This is an optimization exercise on Yosys and OpenROAD, whose aim is small area and a short achievable clock period, not a production implementation.
The RTL was checked by simulation tests, not by an equivalence proof against the original design.

==> try-umber: inputs <==
Design resampler_q15, start of the top module:
module resampler_q15 #(
    parameter TAP_COUNT = 9,
    parameter DATA_WIDTH = 16
)(
    input  logic                  clk,
    input  logic                  rst_n,
    input  logic signed [31:0]    ppm_in,
    input  logic [TAP_COUNT*DATA_WIDTH-1:0] coeffs,
    input  logic [DATA_WIDTH-1:0] data_in,
    input  logic                  data_in_valid,
    output logic                  data_in_ready,
    output logic [DATA_WIDTH-1:0] data_out,
    output logic                  data_out_valid
);
clock: 19.0 ns
lec_check: 0
abc_area: 1
cap_margin: 20
core_margin: 2
core_utilization: 55
slew_margin: 20
synth_hierarchical: 1
synth_minimum_keep_size: 0
standard.sh (not shown) runs the stock make flow with config.mk's settings and CLKGATE_MAP_FILE= SYNTH_SCRIPT=/design/flow/synth_recipe.tcl, a recipe that flattens the netlist after the stock synthesis.
==> flow/flow/run.sh <==
#!/bin/bash
# The standard layout (the standard.sh, ORFS synthesis to final), with the
# resizer's setup repair aimed below the clock period so that it buffers and
# sizes the design's long paths. The SDC and every other setting are the standard flow's.
set -euo pipefail
bash standard.sh SETUP_SLACK_MARGIN=11.5 finish > standard_make.log 2>&1
==> inputs of try-onyx, as changes to try-umber <==
==> flow/run.sh (new file) <==
#!/bin/bash
# synth_recipe.tcl (not shown) runs the flow's synth.tcl, then flattens the netlist and writes it again
# the make line also repeats each setting of config.mk as NAME=value (left out here)
make -C /OpenROAD-flow-scripts/flow DESIGN_CONFIG=/design/flow/config.mk WORK_HOME=/design/flow/orfs CLKGATE_MAP_FILE= SYNTH_SCRIPT=/design/flow/synth_recipe.tcl finish
removed: flow/flow/run.sh
removed: flow/standard.sh
==> inputs of try-pepper, as changes to try-umber <==
==> flow/flow/run.sh (replaced) <==
#!/bin/bash
# The standard layout (the standard.sh, ORFS synthesis to final), with the
# resizer's setup repair aimed below the clock period so that it buffers and
# sizes the design's long paths, and with the synthesis buffers removed at
# floorplan so that the resizer buffers those nets itself. The SDC and every
# other setting are the standard flow's.
set -euo pipefail
bash standard.sh SETUP_SLACK_MARGIN=12.5 REMOVE_ABC_BUFFERS=1 finish > standard_make.log 2>&1
- CORE_UTILIZATION: 55 -> 65
==> results by group <==
Place
  • Post-DP Area: about 64000 um2

Cells and area
  • Design Area, Final: between 60000 and 70000 um2
  • NumNets Final: about 8600
  • Share of layout cells above drive strength 1: under 10%
  • Clock network share of area: between 2 and 3%

Global routing
  • All-Layer GR Usage: between 40% and 50%
  • Largest net degree at the start of global routing: 97

Setup path
  • Reg2Reg Depth: 26
  • R2R Setup Slk: between 10 and 15 ns

STA
  • Final WS setup: approximately 12 ns

Status
  • Status: finished clean
-- figures above: try-pepper

==> results by group <==
Cells and area
  • Design Area, Final: 66300 um2
  • Share of layout cells above drive strength 1: between 4 and 5%
  • Fraction of area in multi-input gates: between 70% and 80%
  • NumNets Final: between 8000 and 9000

Logic synthesis
  • Yosys warnings: 7

Setup path
  • Worst path cell trace: clkinv_1 > o22ai_1 > xor2_1 > ha_1 > fa_1 > fa_1 > fa_1 > inv_1 > a21oi_1 > o21a_1 > nand2_1 > a21oi_1 > nor2_1 > nand2_1 > inv_1 > fa_1 > xor2_1 > inv_1 > fa_1 > fa_1 > fa_1 > fa_1 > nand2_1 > nand2_1
  • Critical path destination: yb[7]

Global routing
  • All-Layer GR Usage: 35.9%
  • Largest net degree at the start of global routing: 106

STA
  • WHS: roughly 0.47 ns
  • Final WS setup: 10.58 ns

Detailed routing
  • 1st-pass router iterations: 7

Status
  • Status: finished clean

Place
  • Post-DP Area: 64500 um2
-- figures above: try-onyx

==> results by group <==
Clocking
  • CTS tree: built

Status
  • Status: finished clean

Cells and area
  • Clock network share of area: about 2.6%
  • Antenna Cells: 0
  • Design Area, Final: roughly 67000 um2
  • Share of layout cells above drive strength 1: under 10%

Logic synthesis
  • Most instantiated cells after synthesis: xor2_1 (1167), o22ai_1 (1064), nand2_1 (1045)
  • Syn Area/Cell: 8.53 um2
  • Main combinational cell family by area after synthesis: adder cells

Global routing
  • All-Layer GR Usage: a little over a third
  • Largest net degree at the start of global routing: between 100 and 150

Setup path
  • R2R Setup Slk: between 10 and 15 ns
  • Reg2Reg Depth: 20

Place
  • Placed Instances: about 8500

STA
  • Final setup viols: 0
  • Final WS setup: between 10 and 15 ns
-- figures above: try-umber


* * *

==> 07-07 <==
Another version of the RTL of resampler_q15 (not shown whole).
clock: 19.0 ns
lec_check: 0
abc_area: 1
cap_margin: 20
core_margin: 2
core_utilization: 65
cts_cluster_diameter: 100
cts_cluster_size: 24
slew_margin: 20
synth_hierarchical: 1
synth_minimum_keep_size: 0
==> flow/flow/run.sh <==
#!/bin/bash
# The standard layout (the standard.sh, ORFS synthesis to final), with:
# - the resizer's setup repair aimed below the clock period, so that it buffers
#   and sizes the design's long paths;
# - the synthesis buffers removed at floorplan, so that the resizer buffers
#   those nets itself;
# - the port buffers made as sky130_fd_sc_hd__buf_1 (the resizer sizes them up
#   where a path needs it).
# The SDC and every other setting are the standard flow's.
set -euo pipefail
bash standard.sh SETUP_SLACK_MARGIN=12.65 REMOVE_ABC_BUFFERS=1 \
  "BUFFER_PORTS_ARGS=-buffer_cell sky130_fd_sc_hd__buf_1" finish > standard_make.log 2>&1
==> 05-02: changes against 07-07 <==
--- a/flow/flow/run.sh
+++ b/flow/flow/run.sh
@@ -9,4 +9,4 @@
 # The SDC and every other setting are the standard flow's.
 set -euo pipefail
-bash standard.sh SETUP_SLACK_MARGIN=12.65 REMOVE_ABC_BUFFERS=1 \
+bash standard.sh SETUP_SLACK_MARGIN=12.5 REMOVE_ABC_BUFFERS=1 \
   "BUFFER_PORTS_ARGS=-buffer_cell sky130_fd_sc_hd__buf_1" finish > standard_make.log 2>&1
==> run notes <==
| item | 05-02 | 07-07 |
|---|---|---|
| Result of the run | finished clean | finished clean |
| Wire length on met1 | 77600 microns | 78000 microns |
| GRT Overall Usage | 0.385 | 0.386 |
| Via count of the first global-routing pass | 54800 | 54900 |
| Part of the cycle the worst path needs | 0.343 | 0.343 |
| Setup slack of the critical path after layout | 12480 ps | 12490 ps |
| Vias after detailed routing | 54700 | 54900 |
| Data-path buffer share of cell area in the final layout | 0.0351 | 0.0401 |
| Wire length of the first global-routing pass | 302000 microns | 303000 microns |
| End of the worst register-to-register path | w3[13]$_SDFFE_PP1P_ | w0[10]$_SDFFE_PP0P_ |
| Layout Area Growth over Synthesis | 4.99% | 5.80% |
| Multi-input logic area | 50300 sq um | 50400 sq um |
| Count of placed standard cells in the final layout, fillers left out | 8351 | 8370 |
| Final instance area | 65700 sq um | 66200 sq um |
| Met1 track utilization from global routing | 0.522 | 0.523 |
| Ratio of cells with drive above 1 in the final layout | 0.0445 | 0.0512 |
| Source-to-sink clock delay at the later pin of the worst-skew pair | 640 ps | 650 ps |
| Flip-flop and latch share of the layout cell area | 0.127 | 0.126 |
| Met2 routing resource usage after global routing | 0.601 | 0.602 |
| Fraction of area in clock buffers and inverters | 0.0189 | 0.0188 |

* * *

==> inputs of exp/zinc <==
resampler_q15, a different RTL version from the one above (not shown whole).
clock: 19.0 ns
lec_check: 0
abc_area: 1
cap_margin: 20
core_margin: 2
core_utilization: 65
cts_cluster_diameter: 100
cts_cluster_size: 24
slew_margin: 20
synth_hierarchical: 1
synth_minimum_keep_size: 0
==> flow/flow/run.sh <==
#!/bin/bash
# The standard layout (the standard.sh, ORFS synthesis to final), with:
# - the resizer's setup repair aimed below the clock period, so that it buffers
#   and sizes the design's long paths;
# - the synthesis buffers removed at floorplan, so that the resizer buffers
#   those nets itself;
# - the port buffers made as sky130_fd_sc_hd__buf_1 (the resizer sizes them up
#   where a path needs it).
# The SDC and every other setting are the standard flow's.
set -euo pipefail
bash standard.sh SETUP_SLACK_MARGIN=12.5 REMOVE_ABC_BUFFERS=1 \
  "BUFFER_PORTS_ARGS=-buffer_cell sky130_fd_sc_hd__buf_1" finish > standard_make.log 2>&1
==> exp/maple (differences from exp/zinc) <==
--- a/flow/design.v
+++ b/flow/design.v
@@ -12,11 +12,11 @@
     output logic [DATA_WIDTH-1:0] data_out,
     output logic                  data_out_valid
 );
     logic signed [31:0] ppm_accum;
     logic [31:0] acc_next;       
-    logic overflow, shift, clr;
+    logic overflow, shift;
     logic [TAP_COUNT*DATA_WIDTH-1:0] creg;
     logic [15:0] x;
     logic [15:0] w0, w1, w2, w3, w4, w5, w6;
     logic [15:0] q;
     logic [19:0] ya, yb;
@@ -8792,38 +8792,31 @@
     assign o4332 = x4187 ^ g4271;
     assign o4333 = x4188 ^ g4301;
     assign q = {o459, o457, o455, o453, o451, o449, o447, o445, o443, o441, o439, o437, o435, o433, o431, o429};
     assign acc_next = {o4333, o4332, o4331, o4330, o4329, o4328, o4327, o4326, o4325, o4324, o4323, o4322, o4321, o4320, o4319, o4318, o4317, o4316, o4315, o4314, o4313, o4312, o4311, o4310, o4309, o4308, o4307, o4306, o4305, o4304, o4303, x4157};
     always_ff @(posedge clk or negedge rst_n)
-        if (!rst_n) clr <= 1'b1;
-        else clr <= 1'b0;
-    always_ff @(posedge clk)
-        if (clr) begin
+        if (!rst_n) begin
             x <= '0;
             w0 <= 16'haaa6;
             w1 <= 16'hfffc;
             w2 <= 16'h5552;
             w3 <= 16'haaa8;
             w4 <= 16'hfffe;
             w5 <= 16'h5554;
             w6 <= 16'haaaa;
+            ya <= '0;
+            yb <= '0;
+            yc <= 1'b0;
         end else if (shift) begin
             x <= data_in;
             w0 <= {o918, o916, o914, o912, o910, o908, o906, o904, o902, o900, o898, o896, o894, o892, o890, o888};
             w1 <= {o1377, o1375, o1373, o1371, o1369, o1367, o1365, o1363, o1361, o1359, o1357, o1355, o1353, o1351, o1349, o1347};
             w2 <= {o1836, o1834, o1832, o1830, o1828, o1826, o1824, o1822, o1820, o1818, o1816, o1814, o1812, o1810, o1808, o1806};
             w3 <= {o2295, o2293, o2291, o2289, o2287, o2285, o2283, o2281, o2279, o2277, o2275, o2273, o2271, o2269, o2267, o2265};
             w4 <= {o2754, o2752, o2750, o2748, o2746, o2744, o2742, o2740, o2738, o2736, o2734, o2732, o2730, o2728, o2726, o2724};
             w5 <= {o3213, o3211, o3209, o3207, o3205, o3203, o3201, o3199, o3197, o3195, o3193, o3191, o3189, o3187, o3185, o3183};
             w6 <= {o3656, o3654, o3652, o3650, o3648, o3646, o3644, o3642, o3640, o3638, o3636, o3634, o3632, o3630, o3628, o3626};
-        end
-    always_ff @(posedge clk or negedge rst_n)
-        if (!rst_n) begin
-            ya <= '0;
-            yb <= '0;
-            yc <= 1'b0;
-        end else if (shift) begin
             ya <= {c3930, c3929, c3928, c3927, c3926, c3925, c3924, c3923, c3922, c3921, c3920, c3919, c3918, c3917, c3916, c3915, c3914, c3913, c3912, c3911};
             yb <= {h3931, s3930, s3929, s3928, s3927, s3926, s3925, s3924, s3923, s3922, s3921, s3920, s3919, s3918, s3917, s3916, s3915, s3914, s3913, s3912};
             yc <= g3971;
         end
     assign data_out = {o4124, o4122, o4120, o4118, o4116, o4114, o4112, o4110, o4108, o4106, o4104, o4102, o4100, o4098, o4096, o4094};
- CTS_CLUSTER_DIAMETER: 100 -> unset
- CTS_CLUSTER_SIZE: 24 -> unset
==> summary of the runs <==
Between exp/maple and exp/zinc, the lower global-route usage is in exp/maple (gap 0.65 points).
Against exp/zinc, the clock-buffer cell count of exp/maple is higher by 26.
Of exp/maple and exp/zinc, exp/maple has the higher non-clock buffer count (gap 8).
Area after synthesis: exp/zinc is lower than exp/maple (0.50%).
Between exp/maple and exp/zinc, the lower worst hold slack is in exp/maple (gap 21 ps).
Of exp/maple and exp/zinc, exp/zinc has the higher clock skew (gap 14 ps).
==> figures <==
| metric | exp/zinc | exp/maple |
|---|---|---|
| Status | timing/DRC/antenna clean | timing/DRC/antenna clean |
| Data required time at the worst endpoint | 15,200 ps | 19,610 ps |
| Rel. slew slack | 31.5% | 31.5% |
| WL met3 | 25,400 um | 24,000 um |
| Post-CTS setup buffer count | 89 | 74 |
| Effective utilization at floorplan | 65.4% | 65.6% |
| Reg clk slew, reported paths | 100 ps | 70 ps |
| DP HPWL | 129,000 um | 126,000 um |
| Part of the Yosys area used for sequential elements | 12.0% | 13.0% |
| Sum of buffers and inverters on the critical path | 3 | 6 |
| Routed wire length | 206,000 um | 200,000 um |
| Seq Cell Count | 346 | 345 |
| NonClk Buf Share | 5.19% | 5.41% |

-- afterwards: timing with drivers on the ports --
No port has a modelled driver above. Below, the same layouts with a new extraction and two added sets of constraints. Step 1 assumes that a clkbuf_16 drives the clock port and a buf_2 every other input. Step 2 moves the port delays by t, midway between the first and last clock arrival at a register: inputs arrive t later, outputs are due t later. That takes back most of the time a late clock gives input paths. Slacks: no drivers / after step 1 / after step 2; pairs: no drivers / after step 1.
run | shift t [ns] | slack for setup (ns) | worst setup path after step 2 | worst register clock-pin slew, ns | worst data-port slew with drivers (ns)
try-umber | 0.732 | 11.730 / 11.730 / 11.219 | input to register | 0.07 / 0.07 | 0.07
try-onyx | 0.730 | 10.577 / 10.577 / 10.577 | register to register | 0.07 / 0.07 | 0.07
try-pepper | 0.743 | 12.311 / 12.311 / 11.790 | input to register | 0.07 / 0.07 | 0.05
07-07 | 0.713 | 12.486 / 12.406 / 12.105 | input to register | 0.10 / 0.10 | 0.05
05-02 | 0.705 | 12.480 / 12.402 / 12.007 | input to register | 0.10 / 0.10 | 0.05
exp/zinc | 0.766 | 12.305 / 12.226 / 11.695 | input to register | 0.10 / 0.10 | 0.14
exp/maple | 0.729 | 12.401 / 12.386 / 11.921 | input to register | 0.07 / 0.07 | 0.04
After both steps setup and hold are still met in every run listed. The setup slack of exp/zinc, which loses most, moves by -0.079 ns with the drivers and by -0.610 ns with both steps.
